This design comes from an exercise in tuning for small area, a short achievable clock period and few clock cycles per item on the open sky130 flow, not from production work. The RTL was checked by simulation tests, not by an equivalence proof against the original design.

==> flow/design.v, too long to show whole: its modules and the start of the top module <==
// module Rsa256Core: 324 lines
// module MainTree: 6044 lines
// module SideTree: 355 lines
// module PPQ: 8 lines
// module PPA: 8 lines
// module OPS: 14 lines
// module CPA: 1582 lines
// module GP: 4 lines
// module SADD: 60 lines
// module HA: 4 lines
// module HAN: 4 lines
// module FA: 4 lines
module Rsa256Core (
	input          i_clk,
	input          i_rst,
	input          i_start,
	input  [255:0] i_a,
	input  [255:0] i_d,
	input  [255:0] i_n,
	output [255:0] o_a_pow_d,
	output         o_finished
);
  // ...
==> flow/flow/run.sh <==
#!/bin/bash
# Standard ORFS layout (the standard.sh) with a larger setup slack margin
# for timing repair and single buf_1 port buffers; constraints and clock
# period are unchanged.
set -euo pipefail
MARGIN=8.5
sed -e "s/SETUP_SLACK_MARGIN=[0-9.]*/SETUP_SLACK_MARGIN=${MARGIN} 'BUFFER_PORTS_ARGS=-buffer_cell sky130_fd_sc_hd__buf_1'/" standard.sh > standard_margin.sh
bash standard_margin.sh > orfs_make.log 2>&1
==> flow/standard.sh <==
#!/bin/bash
# synth_recipe.tcl (not shown) runs the flow's synth.tcl, then flattens the netlist and writes it again
# the make line also repeats each setting of config.mk as NAME=value (left out here)
make -C /OpenROAD-flow-scripts/flow DESIGN_CONFIG=/design/flow/config.mk WORK_HOME=/design/flow/orfs CLKGATE_MAP_FILE= SYNTH_SCRIPT=/design/flow/synth_recipe.tcl "${@:-finish}"
==> flow/config.mk <==
export PLATFORM = sky130hd
export DESIGN_NAME = Rsa256Core
export DESIGN_NICKNAME = Rsa256Core
export VERILOG_FILES = /design/flow/design.v
export SDC_FILE = /design/flow/constraint.sdc
export NUM_CORES = 8
export LEC_CHECK = 0
export ABC_CLOCK_PERIOD_IN_PS = 4500
export CAP_MARGIN = 35
export CORE_MARGIN = 2
export CORE_UTILIZATION = 55
export CTS_CLUSTER_DIAMETER = 100
export CTS_CLUSTER_SIZE = 20
export SETUP_SLACK_MARGIN = 5
export SLEW_MARGIN = 35
export SYNTH_HIERARCHICAL = 1
export SYNTH_MINIMUM_KEEP_SIZE = 0
==> flow/constraint.sdc <==
create_clock -name core_clock -period 14.0 [get_ports {i_clk}]
set_input_delay 2.8000 -clock core_clock [delete_from_list [all_inputs] [get_ports {i_clk}]]
set_output_delay 2.8000 -clock core_clock [all_outputs]
set_load 0.01 [all_outputs]
==> metrics.csv, run 1 <==
metric,value,unit
status,"complete, no violations",
insertedDiodeCount,191,
taps,6916,
path_max_fanout,4,
reg2reg_slack,8.25,ns
stdcell_count,31400,
wl_met3,230,mm
slowest_stage,dfxtp_1,
multi_input_area,202000,um2
pre_cts_ws,6.87,ns
nNetsFinal,32100,
min_from,dreg[36]$_DFFE_PP_,
drt_pass1_iterations,14,
worst_path_most_repeated_cell,and2_1,
root_buffer,clkbuf_16,
grt_pass1_wl,1880,mm
met1Wirelength,468,mm
synthCells,24400,
hp-class,reg2reg,
post-route-util,57.3,%
fin_crit_sh,41.1,%
grt.busiest_layer,met2,
regArea,64800,um2
crit_arrival,6.63,ns
Testbench counts, summed over its fixed seeds: cycles 211,305, items 24.
==> module Rsa256Core, before the edit <==
module Rsa256Core (
	input          i_clk,
	input          i_rst,
	input          i_start,
	input  [255:0] i_a,
	input  [255:0] i_d,
	input  [255:0] i_n,
	output [255:0] o_a_pow_d,
	output         o_finished
);
	localparam [3:0] ST_IDLE  = 4'd0,
	                 ST_PRE   = 4'd1,
	                 ST_MU    = 4'd2,
	                 ST_NPC   = 4'd3,
	                 ST_DBL   = 4'd4,
	                 ST_CORR  = 4'd5,
	                 ST_ITER  = 4'd6,
	                 ST_CONV  = 4'd7,
	                 ST_ONE   = 4'd8,
	                 ST_FDBL  = 4'd9,
	                 ST_FCORR = 4'd10,
	                 ST_DONE  = 4'd11,
	                 ST_SHIFT = 4'd12,
	                 ST_COPY  = 4'd13;
	localparam [1:0] OP_SQR = 2'd0, OP_MUL = 2'd1, OP_FIN = 2'd2;
	logic [3:0]   state;
	logic [1:0]   op;
	logic         pre;        
	logic         msel;       
	logic [1:0]   wsq;        
	logic         wmul;       
	logic         wsel;       
	logic         fin_r;
	logic [255:0] nreg;       
	logic [255:0] dreg;       
	logic [8:0]   cnt;        
	logic [8:0]   dcnt;       
	logic [5:0]   it;         
	logic [268:0] br;         
	logic [268:0] base;       
	logic [268:0] tab3;       
	logic [255:0] np_r;       
	logic [269:0] sn, cn;     
	logic [13:0]  ps_r, pc_r;  
	logic         pcb_r;      
	logic [11:0]  q_r;        
	logic [11:0]  a_r;        
	logic [11:0]  yreg;       
	logic [10:0]  mu_r;       
	logic [3:0]   state_n;
	logic [11:0]  a_nx;       
	logic         a_we;
	logic [269:0] sum;        
	assign o_finished = fin_r;
	assign o_a_pow_d  = base[267:12];
	logic [269:0] so, co;
	logic [11:0]  tq;
	logic         tqc;
	logic [13:0]  tps, tpc;
	wire [269:0]  sng = sn;
	wire [269:0]  cng = cn;
	wire          first_n = (state_n == ST_MU) || (state_n == ST_ITER && state != ST_ITER);
	wire [11:0]   qd_g    = tq & {12{~first_n}};
	wire [255:0]  npg = np_r;
	wire [11:0][243:0] qpv;
	wire [11:0][256:0] apv;
	wire [259:0]      brx = {3'b0, br[268:12]};
	for (genvar gs = 0; gs < 4; gs++) begin : g_pp
		wire [731:0] qo;
		wire [779:0] ao;
		PPQ u_q (.clk(i_clk), .qd(qd_g), .v(npg[12 + 61*gs +: 61]), .p(qo));
		PPA u_a (.clk(i_clk), .ad(a_nx), .awe(a_we), .v(brx[65*gs +: 65]), .p(ao));
		for (genvar t = 0; t < 12; t++) begin : g_t
			assign qpv[t][61*gs +: 61] = qo[61*t +: 61];
			if (gs < 3) begin : g_f
				assign apv[t][65*gs +: 65] = ao[65*t +: 65];
			end else begin : g_l
				assign apv[t][256:195] = ao[65*t +: 62];
			end
		end
	end
	MainTree u_mt (.sn(sng), .cn(cng),
		.qp0(qpv[0]), .qp1(qpv[1]), .qp2(qpv[2]), .qp3(qpv[3]), .qp4(qpv[4]), .qp5(qpv[5]),
		.qp6(qpv[6]), .qp7(qpv[7]), .qp8(qpv[8]), .qp9(qpv[9]), .qp10(qpv[10]), .qp11(qpv[11]),
		.ap0(apv[0]), .ap1(apv[1]), .ap2(apv[2]), .ap3(apv[3]), .ap4(apv[4]), .ap5(apv[5]),
		.ap6(apv[6]), .ap7(apv[7]), .ap8(apv[8]), .ap9(apv[9]), .ap10(apv[10]), .ap11(apv[11]),
		.so(so), .co(co));
	SideTree u_st (.s_l(~sng[11:0]), .c_l(~cng[11:0]), .ps(ps_r), .pc(pc_r), .pcb(pcb_r), .q_r(q_r), .a_r(a_r),
	               .np_r(npg[11:0]), .br(br[11:0]), .q(tq), .qc(tqc), .pso(tps), .pco(tpc));
	logic mode_conv, mode_dbl, mode_corr, mode_npc, mode_one;
	wire neg       = base[268];
	wire [269:0] mval = {2'b00, nreg, 12'b0};
	wire [269:0] cx  = {~sn[257:0], q_r};
	wire [269:0] cy  = {~cn[257:0], 12'b0};
	wire [269:0] cz  = {244'b0, ps_r, pcb_r, 11'b0};    
	wire [269:0] cw  = {244'b0, pc_r, pcb_r, 11'b0};
	wire [269:0] hs1 = cx ^ cy ^ cz;
	wire [269:0] hc1 = {(cx[268:0] & cy[268:0]) | (cx[268:0] & cz[268:0]) | (cy[268:0] & cz[268:0]), 1'b0};
	wire [269:0] hsc = hs1 ^ hc1 ^ cw;
	wire [269:0] hcc = {(hs1[268:0] & hc1[268:0]) | (hs1[268:0] & cw[268:0]) | (hc1[268:0] & cw[268:0]), 1'b0};
	logic [269:0] ax, ay;
	logic         acin;
	always_comb begin
		acin = 1'b0;
		if (mode_conv)     acin = mode_npc;
		else if (mode_dbl) acin = ~neg;
		else if (mode_one) acin = 1'b1;
	end
	wire         conv_d = (state_n == ST_NPC) || (state_n == ST_CONV);
	wire         dbl_d  = (state_n == ST_DBL) || (state_n == ST_FDBL);
	wire         corr_d = (state_n == ST_CORR) || (state_n == ST_FCORR) || (state_n == ST_COPY);
	wire         base_we = (state == ST_IDLE) || (state == ST_DBL) || (state == ST_CORR) || (state == ST_ONE) ||
	                       (state == ST_FDBL) || (state == ST_FCORR) || (state == ST_CONV && op == OP_FIN);
	wire         neg_d  = (state != ST_IDLE) && sum[268];
	wire         negn   = base_we ? neg_d : neg;           
	wire         selm_d = dbl_d || (corr_d && negn);
	wire         inv_d  = dbl_d && !negn;
	wire [271:0] hsc_x = {2'b0, hsc}, hcc_x = {2'b0, hcc};
	wire [271:0] bsh_x = {2'b0, base, 1'b0}, bse_x = {{3{base[268]}}, base}, mv_x = {2'b0, mval};
	wire [271:0] ax_x, ay_x;
	for (genvar gs = 0; gs < 4; gs++) begin : g_ops
		OPS u_o (.clk(i_clk), .conv_d(conv_d), .dbl_d(dbl_d), .corr_d(corr_d), .selm_d(selm_d), .inv_d(inv_d),
			.hsc(hsc_x[68*gs +: 68]), .hcc(hcc_x[68*gs +: 68]), .bsh(bsh_x[68*gs +: 68]), .bse(bse_x[68*gs +: 68]),
			.mv(mv_x[68*gs +: 68]), .ax(ax_x[68*gs +: 68]), .ay(ay_x[68*gs +: 68]));
	end
	assign ax = ax_x[269:0];
	assign ay = ay_x[269:0];
	CPA u_cpa (.x(ax), .y(ay), .cin(acin), .s(sum));
	wire [275:0] br_x   = {7'b0, br};
	wire [275:0] base_x = {7'b0, base};
	wire [275:0] tab3_x = {7'b0, tab3};
	logic [22:0] oh;        
	logic [11:0] dig_br, dig_base, dig_tab3;
	always_comb begin
		dig_br = 12'd0; dig_base = 12'd0; dig_tab3 = 12'd0;
		for (int i = 0; i < 23; i++) begin
			dig_br   = dig_br   | ({12{oh[i]}} & br_x[12*i +: 12]);
			dig_base = dig_base | ({12{oh[i]}} & base_x[12*i +: 12]);
			dig_tab3 = dig_tab3 | ({12{oh[i]}} & tab3_x[12*i +: 12]);
		end
	end
	logic       dc_top, dc_nxt, dc_shift;
	logic [8:0] dc_cnt;
	always_comb begin
		dc_shift = (state == ST_SHIFT) || (state == ST_COPY) || (state == ST_CONV && op == OP_SQR && !pre);
		dc_top   = dc_shift ? dreg[254] : dreg[255];
		dc_nxt   = dc_shift ? dreg[253] : dreg[254];
		dc_cnt   = dc_shift ? cnt - 9'd1 : cnt;
	end
	wire dc_fin  = (dc_cnt == 9'd0);
	wire dc_two  = dc_top && dc_nxt && (dc_cnt >= 9'd2);
	wire iter = (state == ST_ITER) || (state == ST_MU);
	always_comb begin
		state_n = state;
		case (state)
			ST_IDLE:  if (i_start) state_n = ST_PRE;
			ST_PRE:   if (dcnt == 9'd11) state_n = ST_MU;
			ST_MU:    state_n = ST_NPC;
			ST_NPC:   state_n = ST_DBL;
			ST_DBL:   if (dcnt == 9'd263) state_n = ST_CORR;
			ST_CORR:  state_n = (cnt == 9'd0) ? ST_ONE : ST_ITER;
			ST_ITER:  if (it == 6'd23) state_n = ST_CONV;
			ST_CONV:  if (op == OP_FIN) state_n = ST_FDBL;
			          else if (pre && op == OP_MUL) state_n = (cnt >= 9'd2 && dreg[254]) ? ST_SHIFT : ST_COPY;
			          else state_n = ST_ITER;
			ST_SHIFT: state_n = ST_ITER;
			ST_COPY:  state_n = ST_ITER;
			ST_ONE:   state_n = ST_FDBL;
			ST_FDBL:  if (dcnt == 9'd11) state_n = ST_FCORR;
			ST_FCORR: state_n = ST_DONE;
			default:  state_n = ST_IDLE;
		endcase
	end
	always_ff @(posedge i_clk or posedge i_rst) begin
		if (i_rst) begin
			state     <= ST_IDLE;
			fin_r     <= 1'b0;
			mode_conv <= 1'b0;
			mode_dbl  <= 1'b0;
			mode_corr <= 1'b0;
			mode_npc  <= 1'b0;
			mode_one  <= 1'b0;
		end else begin
			state     <= state_n;
			fin_r     <= (state_n == ST_DONE);
			mode_conv <= (state_n == ST_NPC) || (state_n == ST_CONV);
			mode_dbl  <= (state_n == ST_DBL) || (state_n == ST_FDBL);
			mode_corr <= (state_n == ST_CORR) || (state_n == ST_FCORR) || (state_n == ST_COPY);
			mode_npc  <= (state_n == ST_NPC);
			mode_one  <= (state_n == ST_ONE);
		end
	end
	always_comb begin
		a_we = 1'b0; a_nx = 12'd0;
		case (state)
			ST_PRE:  begin a_we = (dcnt == 9'd11); a_nx = {yreg[11], mu_r[10:0]}; end
			ST_CORR: begin a_we = 1'b1; a_nx = sum[11:0]; end
			ST_ITER: begin
				a_we = 1'b1;
				case (op)
					OP_SQR:  a_nx = dig_br;
					OP_MUL:  a_nx = msel ? dig_tab3 : dig_base;
					default: a_nx = 12'd0;
				endcase
			end
			ST_CONV, ST_SHIFT, ST_COPY: begin
				if (state == ST_CONV && op == OP_FIN) begin
				end else if (state == ST_CONV && pre) begin
					if (op == OP_SQR) begin a_we = 1'b1; a_nx = base[11:0]; end
				end else begin
					a_we = 1'b1;
					if (state == ST_CONV && op == OP_SQR && wsq != 2'd1) a_nx = sum[11:0];
					else if (state == ST_CONV && op == OP_SQR && wmul)   a_nx = wsel ? tab3[11:0] : base[11:0];
					else if (dc_fin)                                     a_nx = 12'd1;
					else a_nx = (state == ST_SHIFT) ? br[11:0] : sum[11:0];
				end
			end
			default: ;
		endcase
	end
	always_ff @(posedge i_clk) begin
		sn  <= so | {270{first_n}};
		cn  <= co | {270{first_n}};
		ps_r  <= tps & {14{~first_n}};
		pc_r  <= tpc & {14{~first_n}};
		pcb_r <= tqc & ~first_n;
		q_r <= qd_g;
		if (a_we) a_r <= a_nx;
		case (state)
			ST_IDLE: begin
				yreg <= 12'd1;
				nreg <= i_n;
				br   <= {13'b0, i_n};
				base <= {1'b0, i_a, 12'b0};
				dreg <= i_d;
				cnt  <= 9'd256;
				dcnt <= 9'd0;
			end
			ST_PRE: begin
				dcnt <= dcnt + 9'd1;
				if (dcnt != 9'd11) mu_r[dcnt[3:0]] <= yreg[dcnt[3:0]];
				if (yreg[dcnt[3:0]]) yreg <= yreg + (nreg[11:0] << dcnt[3:0]);
			end
			ST_MU: begin
				dcnt <= 9'd0;
			end
			ST_NPC: begin
				np_r <= sum[267:12];
			end
			ST_DBL: begin
				base <= sum[268:0];
				dcnt <= dcnt + 9'd1;
				if (!dreg[255] && cnt != 9'd0) begin
					dreg <= {dreg[254:0], 1'b0};
					cnt  <= cnt - 9'd1;
				end
			end
			ST_CORR: begin
				base <= sum[268:0];
				br   <= sum[268:0];
				it   <= 6'd0;
				oh   <= 23'd2;
				op   <= OP_SQR;
				pre  <= 1'b1;
			end
			ST_ITER: begin
				it <= it + 6'd1;
				oh <= {oh[21:0], 1'b0};
			end
			ST_CONV, ST_SHIFT, ST_COPY: begin
				it <= 6'd0;
				oh <= 23'd2;
				if (state == ST_CONV && op == OP_FIN) begin
					base <= sum[268:0];
					dcnt <= 9'd0;
				end else if (state == ST_CONV && pre) begin
					br <= sum[268:0];
					if (op == OP_SQR) begin
						op   <= OP_MUL;
						msel <= 1'b0;
					end else begin
						tab3 <= sum[268:0];
						pre  <= 1'b0;
						if (cnt >= 9'd2 && dreg[254]) begin
							dreg <= {dreg[254:0], 1'b0};
							cnt  <= cnt - 9'd1;
						end
					end
				end else begin
					if (state != ST_SHIFT) br <= sum[268:0];
					if (dc_shift) begin
						dreg <= {dreg[254:0], 1'b0};
						cnt  <= cnt - 9'd1;
					end
					if (state == ST_CONV && op == OP_SQR && wsq != 2'd1) begin
						wsq <= wsq - 2'd1;
					end else if (state == ST_CONV && op == OP_SQR && wmul) begin
						op   <= OP_MUL;
						msel <= wsel;
					end else if (dc_fin) begin
						op  <= OP_FIN;
					end else begin
						op   <= OP_SQR;
						wsq  <= dc_two ? 2'd2 : 2'd1;
						wmul <= dc_top;
						wsel <= dc_two;
					end
				end
			end
			ST_ONE: begin
				base <= sum[268:0];
				dcnt <= 9'd0;
			end
			ST_FDBL: begin
				base <= sum[268:0];
				dcnt <= dcnt + 9'd1;
			end
			ST_FCORR: begin
				base <= sum[268:0];
			end
			default: ;
		endcase
	end
endmodule
==> module OPS, before the edit <==
module OPS(input clk, input conv_d, input dbl_d, input corr_d, input selm_d, input inv_d,
  input [67:0] hsc, input [67:0] hcc, input [67:0] bsh, input [67:0] bse, input [67:0] mv,
  output [67:0] ax, output [67:0] ay);
  logic conv_c, dbl_c, corr_c, selm_c, inv_c;
  always_ff @(posedge clk) begin
    conv_c <= conv_d;
    dbl_c  <= dbl_d;
    corr_c <= corr_d;
    selm_c <= selm_d;
    inv_c  <= inv_d;
  end
  assign ax = ({68{conv_c}} & hsc) | ({68{dbl_c}} & bsh) | ({68{corr_c}} & bse);
  assign ay = ({68{conv_c}} & hcc) | ({68{selm_c}} & (mv ^ {68{inv_c}}));
endmodule
==> inputs of run 2 (changes only) <==
--- a/flow/design.v
+++ b/flow/design.v
@@ -112,14 +112,11 @@
 	wire         base_we = (state == ST_IDLE) || (state == ST_DBL) || (state == ST_CORR) || (state == ST_ONE) ||
 	                       (state == ST_FDBL) || (state == ST_FCORR) || (state == ST_CONV && op == OP_FIN);
 	wire         neg_d  = (state != ST_IDLE) && sum[268];
-	wire         negn   = base_we ? neg_d : neg;           
-	wire         selm_d = dbl_d || (corr_d && negn);
-	wire         inv_d  = dbl_d && !negn;
 	wire [271:0] hsc_x = {2'b0, hsc}, hcc_x = {2'b0, hcc};
 	wire [271:0] bsh_x = {2'b0, base, 1'b0}, bse_x = {{3{base[268]}}, base}, mv_x = {2'b0, mval};
 	wire [271:0] ax_x, ay_x;
 	for (genvar gs = 0; gs < 4; gs++) begin : g_ops
-		OPS u_o (.clk(i_clk), .conv_d(conv_d), .dbl_d(dbl_d), .corr_d(corr_d), .selm_d(selm_d), .inv_d(inv_d),
+		OPS u_o (.clk(i_clk), .conv_d(conv_d), .dbl_d(dbl_d), .corr_d(corr_d), .neg_we(base_we), .neg_d(neg_d),
 			.hsc(hsc_x[68*gs +: 68]), .hcc(hcc_x[68*gs +: 68]), .bsh(bsh_x[68*gs +: 68]), .bse(bse_x[68*gs +: 68]),
 			.mv(mv_x[68*gs +: 68]), .ax(ax_x[68*gs +: 68]), .ay(ay_x[68*gs +: 68]));
 	end
@@ -6737,19 +6734,18 @@
     assign p[65*t +: 65] = ~({65{a_c[t]}} & v);
   end
 endmodule
-module OPS(input clk, input conv_d, input dbl_d, input corr_d, input selm_d, input inv_d,
+module OPS(input clk, input conv_d, input dbl_d, input corr_d, input neg_we, input neg_d,
   input [67:0] hsc, input [67:0] hcc, input [67:0] bsh, input [67:0] bse, input [67:0] mv,
   output [67:0] ax, output [67:0] ay);
-  logic conv_c, dbl_c, corr_c, selm_c, inv_c;
+  logic conv_c, dbl_c, corr_c, neg_c;
   always_ff @(posedge clk) begin
     conv_c <= conv_d;
     dbl_c  <= dbl_d;
     corr_c <= corr_d;
-    selm_c <= selm_d;
-    inv_c  <= inv_d;
+    if (neg_we) neg_c <= neg_d;
   end
   assign ax = ({68{conv_c}} & hsc) | ({68{dbl_c}} & bsh) | ({68{corr_c}} & bse);
-  assign ay = ({68{conv_c}} & hcc) | ({68{selm_c}} & (mv ^ {68{inv_c}}));
+  assign ay = ({68{conv_c}} & hcc) | ({68{dbl_c}} & (mv ^ {68{~neg_c}})) | ({68{corr_c & neg_c}} & mv);
 endmodule
 module CPA(input [269:0] x, input [269:0] y, input cin, output [269:0] s);
   wire [269:0] g, p, c;
==> run 2 against run 1 <==
Effect of this change: cell area up 0.50%; via count up 3.3%; count of clock-buffer cells in the layout up 13; core utilization down 0.080 points; sequential cell count down 4; cell count up 2.7%; non-clock buffer count down 24.
==> metrics.csv, run 2 <==
metric,value,unit,change
status,"complete, no violations",,unchanged
grt_pass1_wl,1930,mm,was 1880 mm
fmax,0.175,GHz,was 0.174 GHz
grt_pass1_vias,226000,,was 219000
hp-class,reg2reg,,unchanged
min_period,5.71,ns,was 5.75 ns
grtUsageTotal,54.4,%,was 53.3%
root_buffer,clkbuf_16,,unchanged
clk_pin_slew,0.09,ns,was 0.10 ns
crit_path_end_kind,register,,unchanged
drt_pass1_iterations,12,,was 14
layout_common_cells,"7626 x nand2_1, 6307 x fa_1, 1716 x edfxtp_1",,"was 6879 x nand2_1, 6306 x fa_1, 1712 x edfxtp_1"
synth_warnings,10,,unchanged
drt_wl_total,1440,mm,was 1400 mm
vias_per_cell,6.96,,was 6.92
placedCellCount,31600,,was 30800
setup-tns-final,0,ns,unchanged
cts-htree-levels,4,,unchanged
core,520000,um2,was 517000 um2
gp_congestion,1.11,,about the same
dieWidth,726,um,was 724 um
fin_crit_sh,40.8,%,was 41.1%
fillers,44700,,was 44100
drv_slew,0,,unchanged
die_area,527000,um2,was 524000 um2
tightest_slew,1.17,ns,was 1.16 ns
io_pins,1028,,unchanged
start_kind,register,,unchanged
area_growth,3.79,%,was 3.81%
die_h,726,um,was 724 um
fin_area,298000,um2,was 296000 um2
drc,0,,unchanged
rsz0062_at_grt,true,,unchanged
numCtsBuffers,181,,was 170
placed_area,288000,um2,was 287000 um2
cts_hold_buffers,0,,unchanged
syn_area_per_cell,11.3,um2,was 11.7 um2
via_count,224000,,was 217000
clock_skew,0.0924,ns,was 0.0808 ns
path_max_fanout,4,,unchanged
synth.cell_area,287000,um2,was 285000 um2
drive_gt1_share,8.29,%,was 9.58%
critPathKind,reg2reg,,unchanged
dp_hpwl,1080,mm,was 1070 mm
maxSlewHeadroom,21.9,%,was 22.6%
crit_arrival,6.60,ns,was 6.63 ns
ctsLongestPathBuffers,4,,unchanged
layout_commonest_cell,nand2_1,,unchanged
synthCells,25300,,was 24400
holdWs,0.512,ns,was 0.548 ns
cts_tree,yes,,unchanged
grt_overflow,0,,unchanged
maxCapViolCount,0,,unchanged
clock_latency,1.06,ns,was 1.04 ns
antenna_found_initial,245,,was 230
detail_route.iter0.violations,34500,,was 33800
num_rows,265,,was 264
initial_utilization,55.1,%,was 55.2%
io_buffers,1027,,unchanged
crit_required,14.88,ns,about the same
finalHoldViolCount,0,,unchanged
top_regs,"cn x270, sn x270",,unchanged
grt_max_degree,215,,was 144
cts_sinks,2366,,was 2370
wire_per_inst,44.5,um,about the same
stdcell_count,32200,,was 31400
postRouteAntennaNets,0,,unchanged
nNetsFinal,32900,,was 32100
setup_viol,0,,unchanged
-- run 2: cell types whose count changed in the layout (fill, tap and decap cells not counted), moves of 20 or more --
cell / before / now
nand2_1: 6879 / 7626
a22o_1: 332 / 54
a32oi_1: 2 / 269
o21ai_0: 37 / 302
mux2_2: 515 / 270
or2_2: 452 / 524
or2_1: 90 / 20
dfxtp_2: 64 / 25
diode_2: 191 / 224
buf_4: 461 / 429
dfxtp_1: 547 / 569
o211ai_1: 21 / 1
-- run 2: final timing paths --
check	start	endpoint	slack, ns	cells after the start
max in group asynchronous	i_rst	mode_npc$_DFF_PP0_	11.53	2
worst min-delay path	dreg[70]$_DFFE_PP_	dreg[71]$_DFFE_PP_	0.51	2
worst max register to register	cn[50]$_DFF_P_	base[79]$_DFFE_PP_	8.29	17
min in group asynchronous	i_rst	state[0]$_DFF_PP0_	1.92	2
worst min register to register	dreg[70]$_DFFE_PP_	dreg[71]$_DFFE_PP_	0.51	2
worst max-delay path	cn[50]$_DFF_P_	base[79]$_DFFE_PP_	8.29	17
-- run 2: stage by stage --
| step | setup slack (ns) | util (%) |
|---|---|---|
| after CTS | 8.50 | 56.8 |
| after global routing | 8.42 | 57.2 |
| after floorplan | 2.81 | - |
| after global placement | 7.26 | 55.1 |
| final | 8.29 | 57.2 |
| after detailed placement | 7.22 | 55.4 |
-- run 2: routing by layer --
layer  GRT usage, %  wire, um  vias up  share of wire, %
met4           45.6    156000      128                11
met3           28.4    238000     5763                17
met2           72.5    568000    22300                40
met5           2.34      3060        -              0.21
li1               -         -    79800                 -
met1           64.4    470000   116000                33
-- run 2: layout make-up --
| type | count | area, um2 | area share [%] |
|---|---|---|---|
| Antenna cell | 224 | 561 | 0.188 |
| Clock buffer | 240 | 4820 | 1.62 |
| Clock inverter | 90 | 1210 | 0.407 |
| Inverter | 916 | 3450 | 1.16 |
| Multi-Input combinational cell | 19700 | 203000 | 68.2 |
| Sequential cell | 2366 | 64800 | 21.8 |
| Tap cell | 6942 | 8690 | 2.92 |
| Timing Repair Buffer | 1754 | 11200 | 3.78 |
-- run 2: timing repair --
| item | 4_1_cts | 5_1_grt |
|---|---|---|
| resized for setup | 158 | 188 |
| pin swaps | 0 | 9 |
| cloned | 2 | 0 |
| setup buffers | 67 | 8 |
| endpoints found under the setup margin | 993 | 618 |
| hold endpoints to repair | 0 | 0 |
-- run 2: critical path: stages, from the launching register on --
cell,delay [ns]
dfxtp_1,0.54
inv_1,0.09
ha_1,0.32
ha_1,0.37
a222oi_1,0.29
inv_1,0.08
ha_1,0.39
and2_1,0.19
and2_1,0.24
and2_1,0.22
and2_1,0.41
and2_2,0.35
and2_1,0.26
a21o_2,0.42
a21oi_1,0.15
xnor2_1,0.68
buf_4,0.35
mux2_2,0.18
Testbench counts of run 2, summed over its fixed seeds: cycles 211,305, items 24.
==> inputs of run 3 (changes only) <==
--- a/flow/design.v
+++ b/flow/design.v
@@ -21,7 +21,8 @@
 	                 ST_FCORR = 4'd10,
 	                 ST_DONE  = 4'd11,
 	                 ST_SHIFT = 4'd12,
-	                 ST_COPY  = 4'd13;
+	                 ST_COPY  = 4'd13,
+	                 ST_NPL   = 4'd15;
 	localparam [1:0] OP_SQR = 2'd0, OP_MUL = 2'd1, OP_FIN = 2'd2;
 	logic [3:0]   state;
 	logic [1:0]   op;
@@ -59,7 +60,10 @@
 	logic [13:0]  tps, tpc;
 	wire [269:0]  sng = sn;
 	wire [269:0]  cng = cn;
-	wire          first_n = (state_n == ST_MU) || (state_n == ST_ITER && state != ST_ITER);
+	wire          first_n = (state == ST_PRE && dcnt == 9'd11) ||
+	                        (state == ST_CORR && cnt != 9'd0) ||
+	                        (state == ST_SHIFT) || (state == ST_COPY) ||
+	                        (state == ST_CONV && op != OP_FIN && !(pre && op == OP_MUL));
 	wire [11:0]   qd_g    = tq & {12{~first_n}};
 	wire [255:0]  npg = np_r;
 	wire [11:0][243:0] qpv;
@@ -94,10 +98,21 @@
 	wire [269:0] cy  = {~cn[257:0], 12'b0};
 	wire [269:0] cz  = {244'b0, ps_r, pcb_r, 11'b0};    
 	wire [269:0] cw  = {244'b0, pc_r, pcb_r, 11'b0};
-	wire [269:0] hs1 = cx ^ cy ^ cz;
-	wire [269:0] hc1 = {(cx[268:0] & cy[268:0]) | (cx[268:0] & cz[268:0]) | (cy[268:0] & cz[268:0]), 1'b0};
-	wire [269:0] hsc = hs1 ^ hc1 ^ cw;
-	wire [269:0] hcc = {(hs1[268:0] & hc1[268:0]) | (hs1[268:0] & cw[268:0]) | (hc1[268:0] & cw[268:0]), 1'b0};
+	wire [270:0] hs1, hc1, hsx, hcx;
+	assign hc1[0] = 1'b0;
+	assign hcx[0] = 1'b0;
+	for (genvar i = 0; i < 26; i++) begin : g_cl
+		assign hs1[i]   = cx[i] ^ cy[i] ^ cz[i];
+		assign hc1[i+1] = (cx[i] & cy[i]) | (cx[i] & cz[i]) | (cy[i] & cz[i]);
+		assign hsx[i]   = hs1[i] ^ hc1[i] ^ cw[i];
+		assign hcx[i+1] = (hs1[i] & hc1[i]) | (hs1[i] & cw[i]) | (hc1[i] & cw[i]);
+	end
+	for (genvar i = 26; i < 270; i++) begin : g_ch
+		HAI u_1 (sn[i-12], cn[i-12], hs1[i], hc1[i+1]);
+		HA  u_2 (hs1[i], hc1[i], hsx[i], hcx[i+1]);
+	end
+	wire [269:0] hsc = hsx[269:0];
+	wire [269:0] hcc = hcx[269:0];
 	logic [269:0] ax, ay;
 	logic         acin;
 	always_comb begin
@@ -153,7 +168,8 @@
 			ST_IDLE:  if (i_start) state_n = ST_PRE;
 			ST_PRE:   if (dcnt == 9'd11) state_n = ST_MU;
 			ST_MU:    state_n = ST_NPC;
-			ST_NPC:   state_n = ST_DBL;
+			ST_NPC:   state_n = ST_NPL;
+			ST_NPL:   state_n = ST_DBL;
 			ST_DBL:   if (dcnt == 9'd263) state_n = ST_CORR;
 			ST_CORR:  state_n = (cnt == 9'd0) ? ST_ONE : ST_ITER;
 			ST_ITER:  if (it == 6'd23) state_n = ST_CONV;
@@ -242,7 +258,10 @@
 				dcnt <= 9'd0;
 			end
 			ST_NPC: begin
-				np_r <= sum[267:12];
+				br <= sum[268:0];
+			end
+			ST_NPL: begin
+				np_r <= br[267:12];
 			end
 			ST_DBL: begin
 				base <= sum[268:0];
@@ -266,6 +285,7 @@
 			end
 			ST_CONV, ST_SHIFT, ST_COPY: begin
 				it <= 6'd0;
+				if (state != ST_CONV) tab3 <= br;    
 				oh <= 23'd2;
 				if (state == ST_CONV && op == OP_FIN) begin
 					base <= sum[268:0];
@@ -276,7 +296,6 @@
 						op   <= OP_MUL;
 						msel <= 1'b0;
 					end else begin
-						tab3 <= sum[268:0];
 						pre  <= 1'b0;
 						if (cnt >= 9'd2 && dreg[254]) begin
 							dreg <= {dreg[254:0], 1'b0};
@@ -8397,6 +8416,10 @@
   assign s = a ^ b;
   assign co = a & b;
 endmodule
+module HAI(input a, input b, output s, output co);
+  assign s = a ^ b;
+  assign co = ~(a | b);
+endmodule
 module HAN(input a, input b, output s, output co);
   assign s = ~(a ^ b);
   assign co = a | b;
==> run 3 against run 2 <==
Effect of this change: core utilization decreased by 0.22 points; cell count decreased by 3.2%; count of clock-buffer cells in the layout decreased by 1; critical endpoint is now base[202]$_DFFE_PP_; highest routed layer unchanged.
==> metrics.csv, run 3 <==
metric,value,unit,change
pre_cts_ws,7.44,ns,was 7.22 ns
top_regs,"cn x270, sn x270",,unchanged
io_pins,1028,,unchanged
die_h,726,um,about the same
clock_latency,1.05,ns,was 1.06 ns
synth_warnings,10,,unchanged
hp-class,reg2reg,,unchanged
clk_pin_slew,0.10,ns,was 0.09 ns
ctsLongestPathBuffers,4,,unchanged
gp_congestion,1.08,,was 1.11
maxCapViolCount,0,,unchanged
nNetsFinal,31900,,was 32900
crit_arrival,6.61,ns,was 6.60 ns
finalHoldViolCount,0,,unchanged
cts_tree,yes,,unchanged
drive_gt1_share,8.29,%,about the same
status,"complete, no violations",,unchanged
core,520000,um2,unchanged
area_growth,3.44,%,was 3.79%
start_kind,register,,unchanged
dp_hpwl,1010,mm,was 1080 mm
num_rows,265,,unchanged
layout_common_cells,"6309 x fa_1, 6074 x nand2_1, 1716 x edfxtp_1",,"was 7626 x nand2_1, 6307 x fa_1, 1716 x edfxtp_1"
worst_slack,8.29,ns,about the same
min_period,5.71,ns,about the same
synth.cell_area,287000,um2,about the same
drt_pass1_iterations,14,,was 12
grtUsageTotal,51.4,%,was 54.4%
grt_max_degree,146,,was 215
wire_per_inst,43.4,um,was 44.5 um
synthCells,24200,,was 25300
cts-htree-levels,4,,unchanged
grt_pass1_wl,1840,mm,was 1930 mm
crit_required,14.90,ns,was 14.88 ns
fmax,0.175,GHz,about the same
cts_sinks,2366,,unchanged
die_area,527000,um2,about the same
antenna_found_initial,199,,was 245
critPathKind,reg2reg,,unchanged
layout_commonest_cell,fa_1,,was nand2_1
path_max_fanout,4,,unchanged
crit_path_end_kind,register,,unchanged
maxSlewHeadroom,16.8,%,was 21.9%
regArea,64800,um2,about the same
root_buffer,clkbuf_16,,unchanged
postRouteAntennaNets,0,,unchanged
rsz0062_at_grt,true,,unchanged
detail_route.iter0.violations,32200,,was 34500
io_buffers,1027,,unchanged
grt_pass1_vias,221000,,was 226000
vias_per_cell,6.90,,was 6.96
drc,0,,unchanged
drt_wl_total,1350,mm,was 1440 mm
via_count,215000,,was 224000
fin_crit_sh,40.8,%,about the same
setup-tns-final,0,ns,unchanged
tightest_slew,1.25,ns,was 1.17 ns
numCtsBuffers,179,,was 181
syn_area_per_cell,11.8,um2,was 11.3 um2
drv_slew,0,,unchanged
dieWidth,726,um,about the same
setup_viol,0,,unchanged
initial_utilization,55.1,%,about the same
clock_skew,0.0927,ns,was 0.0924 ns
grt_overflow,0,,unchanged
fillers,44400,,was 44700
multi_input_area,202000,um2,was 203000 um2
holdWs,0.514,ns,was 0.512 ns
[run 3: final cells by class]
| class | count | share of cell area (%) |
|---|---|---|
| Antenna cell | 221 | 0.187 |
| Clock buffer | 239 | 1.64 |
| Clock inverter | 93 | 0.388 |
| Inverter | 919 | 1.17 |
| Multi-Input combinational cell | 18700 | 68.3 |
| Sequential cell | 2366 | 21.9 |
| Tap cell | 6942 | 2.93 |
| Timing Repair Buffer | 1744 | 3.54 |
[run 3: routing by layer]
layer | up-vias | GRT usage [%] | routed length (um)
li1 | 77400 | - | -
met1 | 113000 | 62.6 | 456000
met2 | 20200 | 69.9 | 550000
met3 | 4808 | 24.7 | 217000
met4 | 72 | 39.8 | 130000
met5 | - | 0.426 | 990
[run 3: worst paths after layout]
check	start	to	slack, ns	cells past startpoint
max	cn[53]$_DFF_P_	base[202]$_DFFE_PP_	8.29	17
max reg2reg	cn[53]$_DFF_P_	base[202]$_DFFE_PP_	8.29	17
min reg2reg	br[80]$_DFFE_PP_	tab3[80]$_DFFE_PP_	0.51	0
min	br[80]$_DFFE_PP_	tab3[80]$_DFFE_PP_	0.51	0
min in group asynchronous	i_rst	fin_r$_DFF_PP0_	1.87	2
max in group asynchronous	i_rst	mode_dbl$_DFF_PP0_	11.66	2
[run 3: worst max-delay path: stages, from the launching register on]
cell and delay [ns]:
dfxtp_1 0.54, inv_1 0.09, ha_1 0.30, ha_1 0.34
a222oi_1 0.25, inv_1 0.07, ha_1 0.32, and2_1 0.18
and2_1 0.33, and2_1 0.34, and2_1 0.41, and2_1 0.41
and2_1 0.27, a21o_1 0.39, a21o_1 0.32, a21oi_1 0.15
xnor2_2 0.59, mux2_2 0.28
[run 3: through the flow]
stage / utilization (%) / cells / instance area [um2]
2_1_floorplan: - / 24300 / 287000
3_3_place_gp: 55.2 / 30500 / 287000
3_5_place_dp: 55.4 / 30600 / 288000
4_1_cts: 56.7 / 30900 / 295000
5_1_grt: 56.9 / 31000 / 296000
6_report: 57.0 / 31200 / 296000
[run 3: repair_timing]
action                     in CTS  in global routing
hold buffers                    0                  0
gates cloned                    3                  0
pin swaps                       2                 13
setup endpoints to repair     612                349
setup buffers                  54                 18
gates resized for setup        87                123
Testbench counts of run 3, summed over its fixed seeds: cycles 211,329, items 24.
==> inputs of run 4 (changes only) <==
--- a/flow/flow/run.sh
+++ b/flow/flow/run.sh
@@ -3,6 +3,6 @@
 # for timing repair and single buf_1 port buffers; constraints and clock
 # period are unchanged.
 set -euo pipefail
-MARGIN=8.5
+MARGIN=8.75
 sed -e "s/SETUP_SLACK_MARGIN=[0-9.]*/SETUP_SLACK_MARGIN=${MARGIN} 'BUFFER_PORTS_ARGS=-buffer_cell sky130_fd_sc_hd__buf_1'/" standard.sh > standard_margin.sh
 bash standard_margin.sh > orfs_make.log 2>&1
--- a/flow/config.mk
+++ b/flow/config.mk
@@ -8,7 +8,7 @@
 export ABC_CLOCK_PERIOD_IN_PS = 4500
 export CAP_MARGIN = 35
 export CORE_MARGIN = 2
-export CORE_UTILIZATION = 55
+export CORE_UTILIZATION = 52
 export CTS_CLUSTER_DIAMETER = 100
 export CTS_CLUSTER_SIZE = 20
 export SETUP_SLACK_MARGIN = 5
==> run 4 against run 3 <==
Effect of this change: count of clock-buffer cells in the layout decreased by 3; non-clock buffer count up 80; global-route usage is 3.1 points lower; still clean; hold slack gained 0.019 ns; worst setup slack improved by 0.24 ns; cell count grew 1.2%; first-iteration DRC count fell by 2.4%; sequential share of layout area fell by 0.13 points; core utilization decreased by 2.7 points.
==> metrics.csv, run 4 <==
metric,value,unit,change
clock_latency,1.07,ns,was 1.05 ns
core,549000,um2,was 520000 um2
io_pins,1028,,unchanged
crit_path_end_kind,register,,unchanged
gp_congestion,1.08,,about the same
num_rows,272,,was 265
holdWs,0.532,ns,was 0.514 ns
wire_per_inst,42.8,um,was 43.4 um
rsz0062_at_grt,true,,unchanged
numCtsBuffers,179,,unchanged
path_max_fanout,136,,was 4
hp-class,reg2reg,,unchanged
placedCellCount,30900,,was 30600
nNetsFinal,32000,,was 31900
drc,0,,unchanged
drive_gt1_share,8.69,%,was 8.29%
status,"complete, no violations",,unchanged
crit_arrival,6.29,ns,was 6.61 ns
cts_sinks,2366,,unchanged
slowest_stage,o21ai_0,,was xnor2_2
layout_commonest_cell,fa_1,,unchanged
die_area,557000,um2,was 527000 um2
postRouteAntennaNets,0,,unchanged
stdcell_count,31600,,was 31200
crit_required,14.82,ns,was 14.90 ns
synthCells,24200,,unchanged
fillers,47600,,was 44400
grt_pass1_vias,221000,,about the same
clk_pin_slew,0.10,ns,about the same
detail_route.iter0.violations,31400,,was 32200
finalHoldViolCount,0,,unchanged
tightest_slew,1.40,ns,was 1.25 ns
cts-htree-levels,4,,unchanged
grt_pass1_wl,1840,mm,about the same
via_count,213000,,was 215000
worst_path_most_repeated_cell,and2_1,,unchanged
drt_wl_total,1350,mm,about the same
synth_warnings,10,,unchanged
synth.cell_area,287000,um2,unchanged
critPathMaxStageDelay,0.61,ns,was 0.59 ns
setup-tns-final,0,ns,unchanged
initial_utilization,52.2,%,was 55.1%
root_buffer,clkbuf_16,,unchanged
drv_slew,0,,unchanged
top_regs,"cn x270, sn x270",,unchanged
antenna_found_initial,202,,was 199
maxCapViolCount,0,,unchanged
path_cells,buf_16 -> xor2_1 -> o21ai_0 -> ha_1 -> and2_1 -> and2_1 -> and2_1 -> and2_1 -> and2_1 -> and2_1 -> and2_1 -> a21o_1 -> ha_1 -> nor2_1 -> xnor2_1 -> mux2_2,,was inv_1 -> ha_1 -> ha_1 -> a222oi_1 -> inv_1 -> ha_1 -> and2_1 -> and2_1 -> and2_1 -> and2_1 -> and2_1 -> and2_1 -> a21o_1 -> a21o_1 -> a21oi_1 -> xnor2_2 -> mux2_2
vias_per_cell,6.76,,was 6.90
ctsLongestPathBuffers,4,,unchanged
clock_skew,0.103,ns,was 0.0927 ns
critPathKind,reg2reg,,unchanged
reg2reg_slack,8.53,ns,was 8.29 ns
layout_common_cells,"6304 x fa_1, 6074 x nand2_1, 1716 x edfxtp_1",,"was 6309 x fa_1, 6074 x nand2_1, 1716 x edfxtp_1"
syn_area_per_cell,11.8,um2,unchanged
min_period,5.47,ns,was 5.71 ns
area_growth,4.08,%,was 3.44%
start_kind,register,,unchanged
setup_viol,0,,unchanged
grt_max_degree,178,,was 146
dp_hpwl,1010,mm,about the same
maxSlewHeadroom,6.72,%,was 16.8%
cts_tree,yes,,unchanged
fmax,0.183,GHz,was 0.175 GHz
drt_pass1_iterations,14,,unchanged
dieWidth,746,um,was 726 um
fin_crit_sh,39.0,%,was 40.8%
grt_overflow,0,,unchanged
die_h,746,um,was 726 um
grtUsageTotal,48.3,%,was 51.4%
io_buffers,1027,,unchanged
-- run 4: cell types whose count changed in the layout (fill, tap and decap cells not counted), sizes merged --
| cell | previous run | this run |
|---|---|---|
| buf | 1737 | 1817 |
| clkinv | 38 | 33 |
| bufbuf | 3 | 0 |
| diode | 221 | 188 |
| bufinv | 4 | 3 |
| clkinvlp | 5 | 13 |
| inv | 965 | 961 |
-- run 4: repair_timing --
item                                    4_1_cts  5_1_grt
endpoints found under the setup margin      967      511
hold buffers                                  0        0
endpoints found under the hold margin         0        0
resized for setup                           228      196
buffers inserted                            102       51
pin swaps                                     3       11
gates cloned                                  0        1
-- run 4: final cells by class --
class / count / area, um2 / area share [%]
Inverter: 919 / 3460 / 1.16
Tap cell: 7261 / 9080 / 3.05
Timing Repair Buffer: 1824 / 12100 / 4.06
Antenna cell: 188 / 470 / 0.158
Multi-Input combinational cell: 18700 / 202000 / 67.9
Clock inverter: 91 / 1110 / 0.374
Sequential cell: 2366 / 64800 / 21.7
Clock buffer: 236 / 4810 / 1.61
-- run 4: metrics by stage --
| step | utilization, % | setup slack, ns | instance area [um2] |
|---|---|---|---|
| after CTS | 53.9 | 8.61 | 296000 |
| after global routing | 54.3 | 8.56 | 298000 |
| after detailed placement | 52.6 | 7.12 | 288000 |
| final | 54.3 | 8.53 | 298000 |
| after floorplan | - | 3.33 | 287000 |
| after global placement | 52.3 | 7.16 | 287000 |
-- run 4: per-layer routing --
layer	global-route usage (%)	routed length, um	up-vias
met5	1.64	1310	-
met4	40.0	143000	100
met3	23.5	214000	4594
met2	65.8	544000	19400
met1	57.4	448000	112000
li1	-	-	77500
-- run 4: path summary, 6_finish.rpt --
path,start,end,cells past startpoint
max in group asynchronous,i_rst,mode_dbl$_DFF_PP0_,2
min in group asynchronous,i_rst,fin_r$_DFF_PP0_,2
hold reg to reg,br[128]$_DFFE_PP_,np_r[116]$_DFFE_PP_,0
setup reg to reg,g_ops[1].u_o.neg_c$_DFFE_PP_,br[133]$_DFFE_PP_,16
hold / removal,br[128]$_DFFE_PP_,np_r[116]$_DFFE_PP_,0
setup / recovery,g_ops[1].u_o.neg_c$_DFFE_PP_,br[133]$_DFFE_PP_,16
-- run 4: critical path, delay by kind of cell (launching register included) --
kind / cells / cell delay (ns)
adders and majority gates: 2 / 0.54
xor gates and xnor gates: 2 / 0.51
DFF: 1 / 0.44
and+or+nand+nor: 8 / 1.80
buffers and inverters: 1 / 0.24
muxes: 1 / 0.29
AOI/OAI and AO/OA: 2 / 1.17
==> inputs of run 5 (changes only) <==
--- a/flow/config.mk
+++ b/flow/config.mk
@@ -10,7 +10,7 @@
 export CORE_MARGIN = 2
 export CORE_UTILIZATION = 52
 export CTS_CLUSTER_DIAMETER = 100
-export CTS_CLUSTER_SIZE = 20
+export CTS_CLUSTER_SIZE = 25
 export SETUP_SLACK_MARGIN = 5
 export SLEW_MARGIN = 35
 export SYNTH_HIERARCHICAL = 1
==> run 5 against run 4 <==
Effect of this change: still clean; core utilization hardly changed; via count hardly changed; first-iteration DRC count is 0.19% lower; hold slack hardly changed; count of clock-buffer cells in the layout is 33 lower; synthesized cell count stayed put.
==> metrics.csv, run 5 <==
metric,value,unit,change
setup_viol,0,,unchanged
drv_slew,0,,unchanged
antenna_found_initial,192,,was 202
hp-class,reg2reg,,unchanged
critical_path.top_delay_family,compound AO/OA/AOI/OAI gates,,was simple AND/OR/NAND/NOR gates
placed_area,288000,um2,unchanged
gp_congestion,1.08,,unchanged
multi_input_area,202000,um2,about the same
critPathKind,reg2reg,,unchanged
syn_area_per_cell,11.8,um2,unchanged
setup-tns-final,0,ns,unchanged
nNetsFinal,32000,,about the same
initial_utilization,52.2,%,unchanged
grt_pass1_vias,221000,,about the same
path_max_fanout,136,,unchanged
regArea,64800,um2,about the same
r2r_start,g_ops[1].u_o.neg_c$_DFFE_PP_,,unchanged
synth.cell_area,287000,um2,unchanged
drt_wl_total,1350,mm,about the same
crit_buf_inv,1,,unchanged
start_kind,register,,unchanged
worst-r2r-cell-count,15,,was 16
reg2reg_slack,8.52,ns,was 8.53 ns
dieWidth,746,um,unchanged
fin_crit_sh,39.1,%,was 39.0%
layout_common_cells,"6296 x fa_1, 6074 x nand2_1, 1716 x edfxtp_1",,"was 6304 x fa_1, 6074 x nand2_1, 1716 x edfxtp_1"
worst_slack,8.52,ns,was 8.53 ns
via_count,213000,,about the same
fillers,47600,,about the same
min_period,5.48,ns,was 5.47 ns
top_regs,"cn x270, sn x270",,unchanged
post-route-util,54.3,%,about the same
worst_path_most_repeated_cell,a21o_1,,was and2_1
timing.rr.end,g_ops[2].u_o.neg_c$_DFFE_PP_,,was br[133]$_DFFE_PP_
critPathLaunch,g_ops[1].u_o.neg_c$_DFFE_PP_,,unchanged
vias_per_cell,6.76,,about the same
root_buffer,clkbuf_16,,unchanged
die_h,746,um,unchanged
num_rows,272,,unchanged
cts_sinks,2366,,unchanged
pre_cts_ws,7.12,ns,unchanged
clock_skew,0.141,ns,was 0.103 ns
area_growth,4.07,%,was 4.08%
fmax,0.183,GHz,about the same
crit_path_end_kind,register,,unchanged
crit_required,14.71,ns,was 14.82 ns
detail_route.iter0.violations,31300,,was 31400
wire_per_inst,42.7,um,was 42.8 um
cts-htree-levels,4,,unchanged
postRouteAntennaNets,0,,unchanged
io_buffers,1027,,unchanged
grtUsageTotal,48.3,%,about the same
core,549000,um2,unchanged
slowest_stage,o21ai_0,,unchanged
rsz0062_at_grt,true,,unchanged
drc,0,,unchanged
crit_path_end,g_ops[2].u_o.neg_c$_DFFE_PP_,,was br[133]$_DFFE_PP_
synthCells,24200,,unchanged
grt_overflow,0,,unchanged
path_cells,buf_16 -> xor2_1 -> o21ai_0 -> ha_1 -> and2_1 -> a21o_1 -> a21o_1 -> a21o_1 -> a21o_1 -> a21o_1 -> a21o_1 -> a21o_1 -> a21o_1 -> ha_1 -> nor2b_4,,was buf_16 -> xor2_1 -> o21ai_0 -> ha_1 -> and2_1 -> and2_1 -> and2_1 -> and2_1 -> and2_1 -> and2_1 -> and2_1 -> a21o_1 -> ha_1 -> nor2_1 -> xnor2_1 -> mux2_2
ctsLongestPathBuffers,4,,unchanged
grt_pass1_wl,1840,mm,about the same
tightest_slew,1.45,ns,was 1.40 ns
cp.depth,15,,was 16
maxSlewHeadroom,3.24,%,was 6.72%
grt_max_degree,178,,unchanged
io_pins,1028,,unchanged
synth_warnings,10,,unchanged
status,"complete, no violations",,unchanged
crit_arrival,6.19,ns,was 6.29 ns
fin_area,298000,um2,about the same
critPathMaxStageDelay,0.46,ns,was 0.61 ns
maxCapViolCount,0,,unchanged
cts_tree,yes,,unchanged
drive_gt1_share,8.74,%,was 8.69%
dp_hpwl,1010,mm,unchanged
clock_latency,1.08,ns,was 1.07 ns
drt_pass1_iterations,13,,was 14
finalHoldViolCount,0,,unchanged
layout_commonest_cell,fa_1,,unchanged
numCtsBuffers,164,,was 179
clk_pin_slew,0.10,ns,about the same
die_area,557000,um2,unchanged
run 5: per-stage QoR:
step | hold WS (ns) | instances
CTS | 0.530 | 31300
global placement | 0.514 | 30800
finish | 0.532 | 31500
detailed placement | 0.506 | 30900
global route | 0.557 | 31400
floorplan | 0.480 | 24300
run 5: worst min-delay path by stage:
| stage | from | endpoint | slack (ns) | cells after the start |
|---|---|---|---|---|
| 2_1_floorplan | br[10]$_DFFE_PP_ | tab3[10]$_DFFE_PP_ | 0.48 | 0 |
| 3_3_place_gp | br[8]$_DFFE_PP_ | tab3[8]$_DFFE_PP_ | 0.51 | 0 |
| 3_5_place_dp | br[128]$_DFFE_PP_ | np_r[116]$_DFFE_PP_ | 0.51 | 0 |
| 4_1_cts | br[128]$_DFFE_PP_ | np_r[116]$_DFFE_PP_ | 0.53 | 0 |
| 5_1_grt | br[128]$_DFFE_PP_ | np_r[116]$_DFFE_PP_ | 0.56 | 0 |
| 6_report | dreg[220]$_DFFE_PP_ | dreg[221]$_DFFE_PP_ | 0.53 | 1 |
run 5: timing repair:
item | in CTS | in global routing
endpoints found under the setup margin | 975 | 476
setup buffers | 106 | 48
hold buffers | 0 | 0
pin swaps | 3 | 18
resized for setup | 236 | 208
cloned | 0 | 1
run 5: layout make-up:
cell class | instances | area share (%)
multi-input cells | 18700 | 67.9
flip-flops and latches | 2366 | 21.7
repair buffers | 1828 | 4.10
well taps | 7261 | 3.05
clock buffers | 203 | 1.46
inverters | 919 | 1.16
clock inverters | 95 | 0.480
diodes | 182 | 0.153
run 5: routing by layer:
layer	global-route usage, %	part of all wire (%)
met1	57.2	33
met2	65.8	40
met3	23.4	16
met4	40.1	11
met5	1.24	0.053

[afterwards: timing with drivers on the ports]
No port has a modelled driver above. Below, the same layouts with a new extraction and two added sets of constraints. Step 1 sets driving cells, clkbuf_16 on the clock port and buf_2 on the other inputs (assumed; they add their load-dependent delay and slew). Step 2, shift: input delay + t, output delay - t, t = (earliest + latest rising clock arrival at the registers) / 2. This alone moves slack from input paths to output paths. a / b / c = ideal ports / drivers / drivers and shift; a / b = the first two.
run	shift t [ns]	setup WS [ns]	worst hold slack (ns)	pins driven straight from the clock port
run 1	1.151	8.251 / 8.251 / 7.406	0.548 / 0.548 / 0.548	1
run 2	1.163	8.289 / 8.270 / 7.608	0.512 / 0.512 / 0.512	1
run 3	1.154	8.291 / 8.291 / 8.291	0.514 / 0.514 / 0.514	1
run 4	1.162	8.533 / 8.501 / 8.533	0.532 / 0.532 / 0.532	1
run 5	1.143	8.525 / 8.469 / 8.525	0.532 / 0.532 / 0.532	1
After both steps every run listed still meets setup and hold. For run 1, which loses most, drivers alone change the setup slack by 0.000 ns; drivers and shift together by -0.845 ns.
